Source: an optimization exercise on an open RTL-to-GDS flow (aim: small area, a short achievable clock period and few clock cycles). Production flows keep margins and buffers that such runs may drop. No run shown here included a check of the RTL's function; only the layout flow was run. Power figures rest on the tool's default switching activity, not on a simulated workload.

==> flow/design.v <==
`timescale 1ns / 1ps
module SimpleCPU(clk, rst, data_fromRAM, wrEn, addr_toRAM, data_toRAM);
input clk, rst;
input wire [31:0] data_fromRAM;
output wire wrEn;
output wire [9:0] addr_toRAM;
output wire [31:0] data_toRAM;
localparam ADD = 3'd0, NAND = 3'd1, SRL = 3'd2, LT = 3'd3,
           CP  = 3'd4, CPI  = 3'd5, BZJ = 3'd6, MUL = 3'd7;
localparam S_FW  = 3'd0,   
           S_DEC = 3'd1,   
           S_G1  = 3'd2,
           S_G2  = 3'd3,
           S_G3  = 3'd4,
           S_EX  = 3'd5,   
           S_M   = 3'd6,   
           S_BT  = 3'd7;   
reg [2:0]  state;
reg [9:0]  pc;
reg [9:0]  addr;
reg        wr;
reg [2:0]  op;
reg        im;
reg [9:0]  fa;
reg [31:0] r1, r2;
reg [4:0]  cnt;
reg        sdir;
reg        bt2;
wire [31:0] d = data_fromRAM;
assign wrEn       = wr & ~rst;
assign addr_toRAM = addr;
assign data_toRAM = r2;
reg  [31:0] ax, ay;
reg         acin;
wire [32:0] asum = {1'b0, ax} + {1'b0, ay} + {32'd0, acin};
wire [9:0] pc1 = pc + 10'd1;
wire [2:0]  dop = d[31:29];
wire        dim = d[28];
reg        n_big;
reg [4:0]  n_k;
reg        n_left;
reg [2:0]  state_n;
reg [9:0]  pc_n, addr_n, fa_n;
reg        wr_n, im_n, sdir_n, bt2_n;
reg [2:0]  op_n;
reg [31:0] r1_n, r2_n;
reg [4:0]  cnt_n;
always @(*) begin
	state_n = state;
	pc_n    = pc;
	addr_n  = addr;
	wr_n    = 1'b0;
	op_n    = op;
	im_n    = im;
	fa_n    = fa;
	r1_n    = r1;
	r2_n    = r2;
	cnt_n   = cnt;
	sdir_n  = sdir;
	bt2_n   = bt2;
	ax      = d;
	ay      = 32'd0;
	acin    = 1'b0;
	n_big   = 1'b0;
	n_k     = 5'd0;
	n_left  = 1'b0;
	case (state)
	S_FW: begin
		state_n = S_DEC;
	end
	S_DEC: begin
		op_n = dop;
		im_n = dim;
		fa_n = d[23:14];
		ax   = {18'd0, d[13:0]};
		if (wr && addr == pc) begin
			addr_n  = pc;
			state_n = S_FW;
		end else begin
			state_n = S_G1;
			addr_n  = d[9:0];
			if (dim) begin
				case (dop)
				ADD, NAND, LT, BZJ: begin
					r2_n   = asum[31:0];
					addr_n = d[23:14];
				end
				MUL: begin
					r1_n   = {d[13:0], 18'd0};
					r2_n   = 32'd0;
					cnt_n  = 5'd13;
					sdir_n = 1'b0;
					addr_n = d[23:14];
				end
				SRL: begin
					n_big  = |d[13:6];
					n_k    = d[4:0];
					n_left = d[5];
					r1_n   = n_big ? 32'd0 : 32'h8000_0000;
					r2_n   = 32'd0;
					cnt_n  = n_big ? 5'd0 : n_k;
					sdir_n = ~n_left;
					addr_n = d[23:14];
				end
				CP: begin
					r2_n    = asum[31:0];
					addr_n  = pc1;
					pc_n    = pc1;
					state_n = S_EX;
				end
				default: ;  
				endcase
			end
		end
	end
	S_G1: begin
		state_n = S_G2;
		addr_n  = fa;
		case (op)
		ADD, NAND, LT: if (im) begin
			addr_n  = pc1;
			pc_n    = pc1;
			state_n = S_EX;
		end
		MUL, SRL: if (im) begin
			if (cnt == 5'd0) begin
				addr_n = pc1;
				pc_n   = pc1;
			end
			state_n = S_M;
		end
		CP: begin
			addr_n  = pc1;
			pc_n    = pc1;
			state_n = S_EX;
		end
		BZJ: if (!im) begin
			addr_n = pc1;
			pc_n   = pc1;
		end
		default: ;
		endcase
	end
	S_G2: begin
		state_n = S_EX;
		addr_n  = pc1;
		pc_n    = pc1;
		case (op)
		ADD, NAND, LT: r2_n = asum[31:0];
		MUL: begin
			r1_n    = d;
			r2_n    = 32'd0;
			cnt_n   = 5'd31;
			sdir_n  = 1'b0;
			addr_n  = fa;
			pc_n    = pc;
			state_n = S_M;
		end
		SRL: begin
			n_big  = |d[31:6];
			n_k    = d[4:0];
			n_left = d[5];
			r1_n   = n_big ? 32'd0 : 32'h8000_0000;
			r2_n   = 32'd0;
			cnt_n  = n_big ? 5'd0 : n_k;
			sdir_n = ~n_left;
			if (n_big || n_k == 5'd0) begin
				addr_n = pc1;
				pc_n   = pc1;
			end else begin
				addr_n = fa;
				pc_n   = pc;
			end
			state_n = S_M;
		end
		CPI: if (im) begin
			r2_n = asum[31:0];
		end else begin
			addr_n  = d[9:0];
			pc_n    = pc;
			state_n = S_G3;
		end
		BZJ: if (im) begin
			ay      = r2;
			pc_n    = asum[9:0];
			addr_n  = asum[9:0];
			state_n = S_FW;
		end else if (d != 32'd0) begin
			addr_n  = fa;
			pc_n    = pc;
			state_n = S_DEC;
		end else begin
			addr_n  = fa;
			pc_n    = pc;
			bt2_n   = 1'b0;
			state_n = S_BT;
		end
		default: ;
		endcase
	end
	S_G3: begin
		addr_n  = pc1;
		pc_n    = pc1;
		state_n = S_EX;
	end
	S_EX: begin
		wr_n    = 1'b1;
		addr_n  = fa;
		state_n = S_DEC;
		case (op)
		ADD: begin
			ay   = r2;
			r2_n = asum[31:0];
		end
		LT: begin
			ay   = ~r2;
			acin = 1'b1;
			r2_n = {31'd0, ~asum[32]};
		end
		NAND: r2_n = ~(d & r2);
		CP:   if (!im) r2_n = asum[31:0];
		CPI:  if (im) addr_n = d[9:0]; else r2_n = asum[31:0];
		default: ;
		endcase
	end
	S_M: begin
		ax    = d & {32{r1[31]}};
		ay    = {r2[30:0], 1'b0};
		r1_n  = {r1[30:0], 1'b0};
		r2_n  = (sdir && !r1[31]) ? {1'b0, r2[31:1]} : asum[31:0];
		cnt_n = cnt - 5'd1;
		if (cnt == 5'd1) begin
			addr_n = pc1;
			pc_n   = pc1;
		end
		if (cnt == 5'd0) begin
			wr_n    = 1'b1;
			addr_n  = fa;
			state_n = S_DEC;
		end
	end
	S_BT: begin
		bt2_n = 1'b1;
		if (bt2) begin
			pc_n    = d[9:0];
			addr_n  = d[9:0];
			state_n = S_FW;
		end
	end
	endcase
	if (rst) begin
		state_n = S_FW;
		pc_n    = 10'd0;
		addr_n  = 10'd0;
		wr_n    = 1'b0;
	end
end
always @(posedge clk) begin
	state <= state_n;
	pc    <= pc_n;
	addr  <= addr_n;
	wr    <= wr_n;
	op    <= op_n;
	im    <= im_n;
	fa    <= fa_n;
	r1    <= r1_n;
	r2    <= r2_n;
	cnt   <= cnt_n;
	sdir  <= sdir_n;
	bt2   <= bt2_n;
end
endmodule
==> flow/run.sh <==
#!/bin/bash
# synth_recipe.tcl (not shown) runs the flow's synth.tcl, then flattens the netlist and writes it again
# the make line also repeats each setting of config.mk as NAME=value (left out here)
make -C /OpenROAD-flow-scripts/flow DESIGN_CONFIG=/design/flow/config.mk WORK_HOME=/design/flow/orfs CLKGATE_MAP_FILE= SYNTH_SCRIPT=/design/flow/synth_recipe.tcl finish
==> flow/config.mk <==
export PLATFORM = sky130hd
export DESIGN_NAME = SimpleCPU
export DESIGN_NICKNAME = SimpleCPU
export VERILOG_FILES = /design/flow/design.v
export SDC_FILE = /design/flow/constraint.sdc
export NUM_CORES = 4
export LEC_CHECK = 0
export CAP_MARGIN = 20
export CORE_MARGIN = 2
export CORE_UTILIZATION = 40
export SLEW_MARGIN = 20
==> flow/constraint.sdc <==
create_clock -name core_clock -period 10.0 [get_ports {clk}]
set_input_delay 2.0000 -clock core_clock [delete_from_list [all_inputs] [get_ports {clk}]]
set_output_delay 2.0000 -clock core_clock [all_outputs]
set_load 0.01 [all_outputs]
==> impl_metrics.env, run 1 <==
export IMPL_wl_per_cell_um=26.41
export IMPL_r2r_cells=16
export IMPL_ff2ff_setup_slack_ns=4.64
export IMPL_drv_slew=0
export IMPL_drc_errors=0
export IMPL_crit_start="data_fromRAM[0]"
export IMPL_skew_ns=0.01937
export IMPL_leakage_uw=0.004149
export IMPL_arrival_ns=5.79
export IMPL_nets=1370
export IMPL_clkSlewWorstSetupHoldPaths_ns=0.09
export IMPL_crit_required_ns=10.21
export IMPL_die_x_um=163.0
export IMPL_clock_tree_root_cell="clkbuf_16"
export IMPL_vias=11010
export IMPL_drive_gt1_share_pct=6.130
export IMPL_dieHeight_um=163.0
export IMPL_grt_ovfl_total=0
export IMPL_first_global_vias=10190
export IMPL_fin_area_mm2=0.01152
export IMPL_ys_flop_type="edfxtp_1"
export IMPL_die_area_mm2=0.02656
export IMPL_start_kind="input pin"
export IMPL_timing_fmax_mhz=179.1
export IMPL_io_buffers=76
export IMPL_ant_nets=0
export IMPL_grt_pass1_wl_mm=64.06
export IMPL_p_int_uw=1228
export IMPL_gp_congestion=0.9864
export IMPL_worstReg2RegStart="op[0]$_DFFE_PN_"
export IMPL_vias_per_cell=6.731
export IMPL_ys_seq_area_share_pct=30.00
export IMPL_crit_slowest_cell="clkdlybuf4s50_1"
export IMPL_drt_pre_antenna_iters=8
export IMPL_sw_frac_of_total_pct=46.05
export IMPL_antenna_found_initial=0
export IMPL_crit_type="in2reg"
export IMPL_path_cells="clkdlybuf4s50_1 > nor2b_1 > fa_1 > fa_1 > a21oi_1 > nor3_1 > o21bai_1 > a21oi_1 > a221o_1 > o31ai_1 > nor2b_1 > nor3_1 > a311oi_1"
export IMPL_final_common_cell="a21oi_1"
export IMPL_setup_viol=0
export IMPL_cp_depth=13
export IMPL_tns_ns=0
export IMPL_synth_async_sr_flop_share_pct=0
export IMPL_cts_sinks=109
export IMPL_grt_setup_unrepaired="no"
export IMPL_maxCapViolations=0
export IMPL_synth_warnings=1
export IMPL_syn_area_mm2=0.01011
export IMPL_final_cell_mix="a21oi_1 (135), nor2_1 (131), nand2_1 (113)"
export IMPL_grt_max_degree=67
export IMPL_end_kind="flop"
export IMPL_yosys_cell_types_count=79
export IMPL_fillCellCount=2555
export IMPL_syn_instance_count=1276
export IMPL_vdd_drop_max_v=0.00009536
export IMPL_finalCritPeriodShare_pct=55.84
export IMPL_diodes=0
export IMPL_post_synth_cell_area_avg_um2=7.923
export IMPL_postCtsHoldBufs=0
export IMPL_pwr_share_comb_pct=47.6
export IMPL_drt_iter0_drc=1424
export IMPL_cts_repair_resized=0
export IMPL_pwr_share_seq_pct=34.4
export IMPL_cts_tree="built"
export IMPL_drt_wl_total_mm=43.18
export IMPL_path_delay_family="compound AO/OA/AOI/OAI gates"
export IMPL_clk_latency_ns=0.39
export IMPL_ys_seq_elements=109
export IMPL_crit_path_end="r2[0]$_DFFE_PP_"
export IMPL_cpPeakStageDelay_ns=0.67
export IMPL_design_core_area_mm2=0.02496
export IMPL_multi_input_area_mm2=0.006580
export IMPL_slew_headroom_pct=19.67
export IMPL_finalHoldViolCount=0
export IMPL_cts_setup_buffers=0
export IMPL_syn_to_final_growth_pct=13.96
export IMPL_fp_row_count=58
export IMPL_status="no timing/DRC/antenna violations"
export IMPL_clk_path_buf_depth=2
export IMPL_cp_max_fo=11
export IMPL_dp_hpwl_mm=29.56
export IMPL_p_per_area_mw_per_mm2=197.6
export IMPL_regArea_mm2=0.003033
export IMPL_finalCriticalPeriod_ns=5.584
export IMPL_p_clk_share_pct=18.0
export IMPL_r2r_end="r2[29]$_DFFE_PP_"
export IMPL_worst_slew_pin_slew_ns=1.196
export IMPL_cp_buffers_inverters=1
export IMPL_grt_use_total_pct=32.01
export IMPL_postPlaceCellArea_mm2=0.01119
export IMPL_synth_fp_nets=1346
export IMPL_cts_made_buffers=9
export IMPL_ios=77
export IMPL_synth_edf_count=85
export IMPL_htree_levels=3
export IMPL_p_sw_uw=1048
export IMPL_initial_core_util_pct=40.50
export IMPL_hold_class="reg2reg"
power by group through the flow:
stage	clock (uW)	sequential [uW]	combinational [uW]
floorplan	0	760	648
global placement	0	787	1050
detailed placement	0	786	1050
CTS	418	777	1060
global route	428	794	1160
finish	410	782	1080
worst reg2reg max path, stage by stage (launching register included):
cell and delay [ns]:
edfxtp_1 0.84, inv_1 0.34, nor2_1 0.81, nand3_1 0.16, buf_4 0.30, nor2_1 0.14, a221o_1 0.12, ha_1 0.28
a21oi_1 0.23, o21ai_1 0.13, a311oi_2 0.31, o21ai_1 0.11, a311oi_2 0.38, a21oi_2 0.17, a311o_1 0.39, xor2_1 0.15
o32a_1 0.29
synthesized netlist by cell type (17+ instances only):
| cell | count | area [um2] |
|---|---|---|
| xnor2_1 | 37 | 324.1 |
| a21oi_1 | 137 | 685.7 |
| clkbuf_1 | 76 | 285.3 |
| a221o_1 | 38 | 380.4 |
| nor2_1 | 132 | 495.5 |
| inv_1 | 33 | 123.9 |
| o211ai_1 | 28 | 210.2 |
| dfxtp_1 | 24 | 480.5 |
| a221oi_1 | 19 | 166.4 |
| nand3_1 | 28 | 140.1 |
| o21ai_0 | 97 | 485.5 |
| xor2_1 | 17 | 148.9 |
| edfxtp_1 | 85 | 2552 |
| a31oi_1 | 20 | 125.1 |
| nor2b_1 | 20 | 125.1 |
| nor3_1 | 24 | 120.1 |
| a22oi_1 | 20 | 150.1 |
| a21o_1 | 17 | 127.6 |
| and2_1 | 28 | 175.2 |
| ha_1 | 34 | 425.4 |
| nand2_1 | 113 | 424.2 |
how the worst min path moves through the flow:
stage                               from  cells after the start                    to
floorplan                fa[4]$_DFFE_PN_                      2  addr[4]$_SDFFE_PP0P_
global placement    addr[0]$_SDFFE_PP0P_                      2  addr[0]$_SDFFE_PP0P_
detailed placement  addr[0]$_SDFFE_PP0P_                      2  addr[0]$_SDFFE_PP0P_
CTS                 addr[0]$_SDFFE_PP0P_                      2  addr[0]$_SDFFE_PP0P_
global route        addr[0]$_SDFFE_PP0P_                      2  addr[0]$_SDFFE_PP0P_
finish              addr[0]$_SDFFE_PP0P_                      2  addr[0]$_SDFFE_PP0P_
metal layers:
layer / track usage (%) / wire length [um] / up-vias / part of all wire (%)
li1: - / - / 4934 / -
met1: 42.14 / 17570 / 5255 / 41
met2: 50.13 / 19140 / 684 / 44
met3: 5.780 / 4006 / 133 / 9.3
met4: 16.69 / 2458 / 0 / 5.7
met5: 0 / 0 / - / 0
final cells by class:
type,instances,area share [%]
clock buffers,9,1.955
clock inverters,7,0.9014
inverters,36,1.173
multi-input cells,1032,57.11
flip-flops and latches,109,26.33
well taps,330,3.584
repair buffers,112,8.949
metrics by stage:
stage	worst slack (ns)	total power (uW)	hold WS (ns)	cells	utilization (%)
2_1_floorplan	4.564	1409	0.4938	1276	-
3_3_place_gp	4.148	1838	0.4973	1619	44.83
3_5_place_dp	4.022	1840	0.4962	1619	44.83
4_1_cts	4.415	2257	0.5091	1635	46.15
5_1_grt	4.132	2380	0.5399	1635	46.15
6_report	4.416	2276	0.5040	1635	46.15
state kept, by name, indices dropped and copies added, names as in the netlist:
name,count
addr,10
bt2,1
cnt,5
fa,10
im,1
op,3
pc,10
r1,32
r2,32
sdir,1
state,3
wr,1
cell families (layout without fill, tap and decap cells):
| logic type | count (synthesis) | in the layout | share of synthesized area, % |
|---|---|---|---|
| AOI/OAI and AO/OA | 525 | 525 | 35.62 |
| and+or+nand+nor | 412 | 412 | 19.43 |
| buffers and inverters | 135 | 164 | 5.173 |
| DFF | 109 | 109 | 30.00 |
| xor gates and xnor gates | 54 | 54 | 4.678 |
| adders and majority gates | 36 | 36 | 4.604 |
| muxes | 5 | 5 | 0.4951 |
==> run 2: changes to the inputs <==
--- a/flow/config.mk
+++ b/flow/config.mk
@@ -8,4 +8,5 @@
 export CAP_MARGIN = 20
 export CORE_MARGIN = 2
 export CORE_UTILIZATION = 40
+export SETUP_SLACK_MARGIN = 5
 export SLEW_MARGIN = 20
==> run 2 against run 1 <==
- still clean
- final cell count grew 0.31%
- first-iteration DRC count grew 11%
- routed wire length up 0.70%
- critical path depth fell by 4
- synthesized area stayed put
- clock skew increased by 0.0054 ns
- critical endpoint unchanged
- largest cell class unchanged
==> impl_metrics.env, run 2 <==
export IMPL_drt_iter0_drc=1584
export IMPL_ant_nets=0
export IMPL_crit_type="in2reg"
export IMPL_yosys_cell_types_count=79
export IMPL_cts_sinks=109
export IMPL_skew_ns=0.02480
export IMPL_drt_wl_total_mm=43.48
export IMPL_wl_per_cell_um=26.51
export IMPL_stdcell_count=1640
export IMPL_finalCritPeriodShare_pct=49.71
export IMPL_path_cells="clkdlybuf4s50_1 > nor3b_2 > a21oi_1 > a311o_1 > o221a_2 > a221oi_1 > nand3_1 > nor3_1 > a311oi_1"
export IMPL_first_global_vias=10470
export IMPL_maxCapViolations=0
export IMPL_grt_ovfl_total=0
export IMPL_synth_edf_count=85
export IMPL_final_cell_mix="a21oi_1 (134), nor2_1 (129), nand2_1 (112)"
export IMPL_vias_per_cell=6.717
export IMPL_finalCriticalPeriod_ns=4.971
export IMPL_arrival_ns=5.08
export IMPL_leakage_uw=0.004231
export IMPL_design_core_area_mm2=0.02496
export IMPL_reg_top3="r1 (32), r2 (32)"
export IMPL_tns_ns=0
export IMPL_synth_area_leaders="edfxtp_1 (25%), a21oi_1 (6.8%), nor2_1 (4.9%)"
export IMPL_grt_use_total_pct=32.23
export IMPL_ys_flop_type="edfxtp_1"
export IMPL_cpPeakStageDelay_ns=0.87
export IMPL_ff2ff_setup_slack_ns=5.20
export IMPL_postCtsHoldBufs=0
export IMPL_io_buffers=76
export IMPL_grt_pass1_wl_mm=64.87
export IMPL_syn_to_final_growth_pct=15.14
export IMPL_dp_cells=1616
export IMPL_yosysMostFrequentCell="a21oi_1"
export IMPL_drive_gt1_share_pct=8.327
export IMPL_synth_commonest_cells="a21oi_1 (137), nor2_1 (132), nand2_1 (113)"
export IMPL_ios=77
export IMPL_slew_headroom_pct=25.25
export IMPL_worst_slew_pin_slew_ns=1.113
export IMPL_clk_path_buf_depth=2
export IMPL_htree_levels=3
export IMPL_cp_max_fo=10
export IMPL_timing_fmax_mhz=201.2
export IMPL_drc_errors=0
export IMPL_grt_setup_unrepaired="yes"
export IMPL_initial_core_util_pct=40.50
export IMPL_cts_made_buffers=9
export IMPL_final_common_cell="a21oi_1"
export IMPL_synth_top_cell_area_share_pct=25.25
export IMPL_synth_fp_nets=1346
export IMPL_clock_tree_root_cell="clkbuf_16"
export IMPL_hold_class="reg2reg"
export IMPL_vias=11020
export IMPL_fin_total_pwr_uw=2284
export IMPL_drv_slew=0
export IMPL_crit_required_ns=10.11
export IMPL_crit_slowest_cell="clkdlybuf4s50_1"
export IMPL_syn_area_mm2=0.01011
export IMPL_gp_congestion=0.9956
export IMPL_clk_latency_ns=0.39
export IMPL_finalHoldViolCount=0
export IMPL_ys_seq_elements=109
export IMPL_post_synth_cell_area_avg_um2=7.923
export IMPL_setup_ws_ns=5.029
export IMPL_p_per_area_mw_per_mm2=196.2
export IMPL_end_kind="flop"
export IMPL_dp_slack_ns=4.049
export IMPL_setup_viol=0
export IMPL_status="no timing/DRC/antenna violations"
export IMPL_die_x_um=163.0
export IMPL_fp_row_count=58
export IMPL_grt_max_degree=57
export IMPL_synth_async_sr_flop_share_pct=0
export IMPL_ys_seq_area_share_pct=30.00
export IMPL_drt_pre_antenna_iters=6
export IMPL_syn_instance_count=1276
export IMPL_start_kind="input pin"
export IMPL_dieHeight_um=163.0
export IMPL_clkSlewWorstSetupHoldPaths_ns=0.09
export IMPL_synth_warnings=1
export IMPL_nets=1374
export IMPL_die_area_mm2=0.02656
export IMPL_synth_top_area_cell="edfxtp_1"
export IMPL_dp_hpwl_mm=29.35
export IMPL_vdd_drop_max_v=0.0001314
export IMPL_cts_tree="built"
export IMPL_antenna_found_initial=0
run 2: cell types whose count changed in the layout (fill, tap and decap cells not counted), sizes merged:
| cell | change |
|---|---|
| and2 | +1 |
| clkinv | -1 |
| clkinvlp | +1 |
| clkdlybuf4s15 | +3 |
| diode | +1 |
| clkdlybuf4s50 | -20 |
| dlygate4sd2 | +6 |
| dlymetal6s2s | +5 |
| clkbuf | +4 |
| clkdlybuf4s18 | +2 |
| buf | +3 |
run 2: cells by family (layout without fill, tap and decap cells):
kind of cell | count (synthesis) | after routing | synth area share (%)
multiplexers | 5 | 5 | 0.4951
flip-flops | 109 | 109 | 30.00
adder cells (fa/ha/maj) | 36 | 36 | 4.604
buffers and inverters | 135 | 167 | 5.173
AO/OA/AOI/OAI | 525 | 525 | 35.62
AND/OR/NAND/NOR | 412 | 413 | 19.43
XOR/XNOR | 54 | 54 | 4.678
other | 0 | 1 | 0
run 2: final timing paths:
| kind | start | endpoint | cells past startpoint |
|---|---|---|---|
| worst max register to register | state[2]$_SDFFE_PP0P_ | r2[29]$_DFFE_PP_ | 18 |
| worst min-delay path | addr[0]$_SDFFE_PP0P_ | addr[0]$_SDFFE_PP0P_ | 2 |
| worst max-delay path | data_fromRAM[30] | r2[0]$_DFFE_PP_ | 9 |
| worst min register to register | addr[0]$_SDFFE_PP0P_ | addr[0]$_SDFFE_PP0P_ | 2 |
run 2: routing by layer:
metal | vias up | track usage, % | share of wire, %
li1 | 4949 | - | -
met1 | 5222 | 42.26 | 40
met2 | 694 | 50.39 | 45
met3 | 151 | 6.443 | 9.6
met4 | 0 | 16.49 | 5.4
met5 | - | 0 | 0
run 2: repair_timing:
| item | 4_1_cts | 5_1_grt |
|---|---|---|
| buffers inserted | 4 | 2 |
| resized for setup | 29 | 34 |
| setup endpoints to repair | 32 | 23 |
| cloned | 0 | 1 |
| pin swaps | 2 | 1 |
run 2: per-stage QoR:
stage | utilization [%] | hold slack [ns] | area [um2]
3_5_place_dp | 44.77 | 0.5276 | 11180
6_report | 46.63 | 0.5332 | 11640
5_1_grt | 46.62 | 0.5636 | 11640
3_3_place_gp | 44.77 | 0.5211 | 11180
2_1_floorplan | - | 0.4938 | 10110
4_1_cts | 46.25 | 0.5404 | 11550
run 2: critical path, delay by kind of cell:
family	cells	cell delay [ns]
simple gates	3	0.68
buf+inv	1	0.87
compound gates	5	1.49
run 2: power breakdown:
group          internal (uW)  leakage, uW  switching (uW)
combinational            404      0.00307             684
sequential               643      0.00100             143
clock                    186     0.000157             223
total                   1230      0.00423            1050
run 2: area by class of cell:
type	count	area, um2
Timing Repair Buffer	115	1065
Clock buffer	9	225.2
Inverter	36	138.9
Sequential cell	109	3033
Clock inverter	7	101.3
Fill cell	2520	13320
Tap cell	330	412.9
Multi-Input combinational cell	1033	6661
Antenna cell	1	2.502
==> run 3: changes to the inputs <==
--- a/flow/config.mk
+++ b/flow/config.mk
@@ -5,8 +5,9 @@
 export SDC_FILE = /design/flow/constraint.sdc
 export NUM_CORES = 4
 export LEC_CHECK = 0
+export ABC_CLOCK_PERIOD_IN_PS = 2500
 export CAP_MARGIN = 20
 export CORE_MARGIN = 2
-export CORE_UTILIZATION = 40
+export CORE_UTILIZATION = 60
 export SETUP_SLACK_MARGIN = 5
 export SLEW_MARGIN = 20
==> run 3 against run 2 <==
- hold slack got worse by 0.032 ns
- non-clock buffer count fell by 3
- total power fell by 0.42%
- synthesized area did not move
- synthesized cell count did not move
- sequential cell count did not move
- highest routed layer unchanged
- critical endpoint is now r2[29]$_DFFE_PP_
- fmax fell by 0.72%
- design area fell by 1.7%
- still clean
==> impl_metrics.env, run 3 <==
export IMPL_status="no timing/DRC/antenna violations"
export IMPL_dp_hpwl_mm=27.67
export IMPL_syn_area_mm2=0.01011
export IMPL_syn_instance_count=1276
export IMPL_initial_core_util_pct=61.18
export IMPL_worstHoldEndpoint="addr[0]$_SDFFE_PP0P_"
export IMPL_postPlaceCellArea_mm2=0.01099
export IMPL_reg_top3="r1 (32), r2 (32)"
export IMPL_syn_to_final_growth_pct=13.19
export IMPL_drt_wl_total_mm=40.95
export IMPL_grt_max_degree=68
export IMPL_final_cell_mix="a21oi_1 (134), nor2_1 (129), nand2_1 (112)"
export IMPL_timing_fmax_mhz=199.7
export IMPL_drc_errors=0
export IMPL_clk_path_buf_depth=2
export IMPL_ant_nets=0
export IMPL_cpPeakStageDelay_ns=0.61
export IMPL_gp_congestion=1.023
export IMPL_yosysMostFrequentCell="a21oi_1"
export IMPL_maxCapViolations=0
export IMPL_synth_simple_area_share_pct=19.43
export IMPL_r2r_cells=14
export IMPL_grt_setup_unrepaired="yes"
export IMPL_end_kind="flop"
export IMPL_grt_ovfl_total=0
export IMPL_worstReg2RegStart="state[1]$_SDFFE_PP0P_"
export IMPL_drive_gt1_share_pct=7.745
export IMPL_fin_util_pct=69.25
export IMPL_drt_pre_antenna_iters=8
export IMPL_first_global_vias=10280
export IMPL_diodes=0
export IMPL_leakage_uw=0.004184
export IMPL_synth_edf_count=85
export IMPL_crit_type="in2reg"
export IMPL_r2r_end="r2[29]$_DFFE_PP_"
export IMPL_synth_commonest_cells="a21oi_1 (137), nor2_1 (132), nand2_1 (113)"
export IMPL_tns_ns=0
export IMPL_finalHoldViolCount=0
export IMPL_ys_seq_area_share_pct=30.00
export IMPL_p_per_area_mw_per_mm2=198.7
export IMPL_htree_levels=3
export IMPL_ys_seq_elements=109
export IMPL_min_delay_start="addr[0]$_SDFFE_PP0P_"
export IMPL_crit_required_ns=10.12
export IMPL_slew_headroom_pct=31.65
export IMPL_synth_top_family_by_area="compound AO/OA/AOI/OAI gates"
export IMPL_wl_per_cell_um=26.87
export IMPL_ff2ff_setup_slack_ns=5.19
export IMPL_cpMostUsedCell="a21oi_2"
export IMPL_hold_class="reg2reg"
export IMPL_yosys_cell_types_count=79
export IMPL_io_buffers=76
export IMPL_cts_made_buffers=9
export IMPL_drt_iter0_drc=2156
export IMPL_hold_depth=2
export IMPL_grt_pass1_wl_mm=60.84
export IMPL_synth_async_sr_flop_share_pct=0
export IMPL_final_common_cell="a21oi_1"
export IMPL_clkSlewWorstSetupHoldPaths_ns=0.09
export IMPL_synth_warnings=1
export IMPL_ys_flop_type="edfxtp_1"
export IMPL_post_synth_cell_area_avg_um2=7.923
export IMPL_path_cells="dlygate4sd2_1 > nor2b_1 > ha_1 > nand4_1 > and4b_4 > a2bb2oi_4 > a21oi_2 > a311oi_2 > a21oi_2 > a311o_1 > xor2_1 > o32a_1"
export IMPL_nets=1370
export IMPL_synth_area_leaders="edfxtp_1 (25%), a21oi_1 (6.8%), nor2_1 (4.9%)"
export IMPL_synth_top_cell_area_share_pct=25.25
export IMPL_synth_fp_nets=1346
export IMPL_cts_tree="built"
export IMPL_fp_row_count=47
export IMPL_fillCellCount=1386
export IMPL_skew_ns=0.01430
export IMPL_clock_tree_root_cell="clkbuf_16"
export IMPL_crit_slowest_cell="dlygate4sd2_1"
export IMPL_cts_sinks=109
export IMPL_vias=11500
export IMPL_design_core_area_mm2=0.01652
export IMPL_finalCriticalPeriod_ns=5.007
export IMPL_vdd_drop_max_v=0.0001343
export IMPL_cp_max_fo=9
export IMPL_fin_area_mm2=0.01144
export IMPL_ios=77
export IMPL_arrival_ns=5.13
export IMPL_worst_slew_pin_slew_ns=1.018
export IMPL_synth_compound_area_share_pct=35.62
export IMPL_synth_fa_ha_area_share_pct=4.604
export IMPL_antenna_found_initial=0
export IMPL_vias_per_cell=7.547
export IMPL_dieHeight_um=133.8
export IMPL_clk_latency_ns=0.38
export IMPL_synth_mux_area_share_pct=0.4950
export IMPL_grt_use_total_pct=44.38
export IMPL_die_area_mm2=0.01790
export IMPL_drv_slew=0
export IMPL_setup_viol=0
export IMPL_die_x_um=133.8
export IMPL_finalCritPeriodShare_pct=50.07
export IMPL_synth_xor_area_share_pct=4.678
export IMPL_start_kind="input pin"
export IMPL_synth_top_area_cell="edfxtp_1"
## run 3: cell counts after synthesis
Identical to the previous run, type by type.
## run 3: routing by layer
metal	global-route usage (%)	up-vias	part of all wire, %
li1	-	4928	-
met1	57.38	5304	35
met2	67.55	1031	43
met3	12.21	239	15
met4	24.29	0	7.0
met5	0	-	0
## run 3: per-stage QoR
stage	instances	setup slack (ns)	hold WS, ns	total power [uW]
floorplan	1276	5.037	0.4938	1408
global placement	1500	4.190	0.4749	1802
detailed placement	1500	4.096	0.4936	1814
CTS	1517	4.953	0.5047	2189
global route	1524	4.968	0.5352	2351
finish	1524	4.993	0.5007	2274
## run 3: power breakdown
part	internal [uW]	total, uW	switching (uW)
Sequential	644	792	148
Combinational	408	1100	691
Clock	195	383	188
## run 3: worst max-delay path by stage
stage	from	end	slack [ns]	cells after the start
6_report	data_fromRAM[8]	r2[29]$_DFFE_PP_	4.99	12
5_1_grt	data_fromRAM[8]	r2[0]$_DFFE_PP_	4.97	12
4_1_cts	data_fromRAM[0]	r2[0]$_DFFE_PP_	4.95	13
3_5_place_dp	data_fromRAM[0]	r2[0]$_DFFE_PP_	4.10	13
3_3_place_gp	data_fromRAM[0]	r2[0]$_DFFE_PP_	4.19	13
2_1_floorplan	data_fromRAM[0]	r2[0]$_DFFE_PP_	5.04	13
## run 3: kinds of logic after synthesis
kind of cell | Yosys count
and+or+nand+nor | 412
buffers and inverters | 135
DFF | 109
adders and majority gates | 36
xor gates and xnor gates | 54
AOI/OAI and AO/OA | 525
muxes | 5
## run 3: worst max-delay path: cells and delay by family
kind	cells	cell delay, ns
XOR/XNOR	1	0.15
AO/OA/AOI/OAI	6	1.43
AND/OR/NAND/NOR	3	0.64
buffers and inverters	1	0.61
adder cells (fa/ha/maj)	1	0.31
## run 3: final cells by class
type	count	area [um2]	share of cell area (%)
Multi-Input combinational cell	1032	6663	58.22
Sequential cell	109	3034	26.51
Timing Repair Buffer	112	1044	9.119
Tap cell	220	275.3	2.405
Clock buffer	10	229.0	2.001
Inverter	36	138.9	1.214
Clock inverter	5	60.06	0.5248
## run 3: what timing repair did
item,CTS,global route
gates resized for setup,26,31
endpoints found under the setup margin,32,21
buffers inserted,2,6
cloned,0,0
hold buffers,0,0
pin swaps,1,3

==> port drivers added, routing unchanged <==
The results above use ideal ports. As a check the final layouts listed here were re-extracted and re-timed, cells and wires unchanged. Step 1: set_driving_cell puts a clkbuf_16 on clk and a buf_2 on each other input, an assumption about the parent block. Step 2 moves the port delays by t, midway between the first and last clock arrival at a register: inputs arrive t later, outputs are due t later. That takes back most of the time a late clock gives input paths. Slacks: no drivers / after step 1 / after step 2; pairs: no drivers / after step 1.
run	t, ns	setup WS [ns]	worst setup path at the end
run 1	0.424	4.416 / 4.445 / 4.020	input to register
run 2	0.428	5.029 / 5.041 / 4.618	input to register
run 3	0.415	4.993 / 5.013 / 4.598	input to register
After both steps setup and hold are still met in every run listed. For run 2, which loses most, drivers alone change the setup slack by +0.012 ns; drivers and shift together by -0.411 ns.
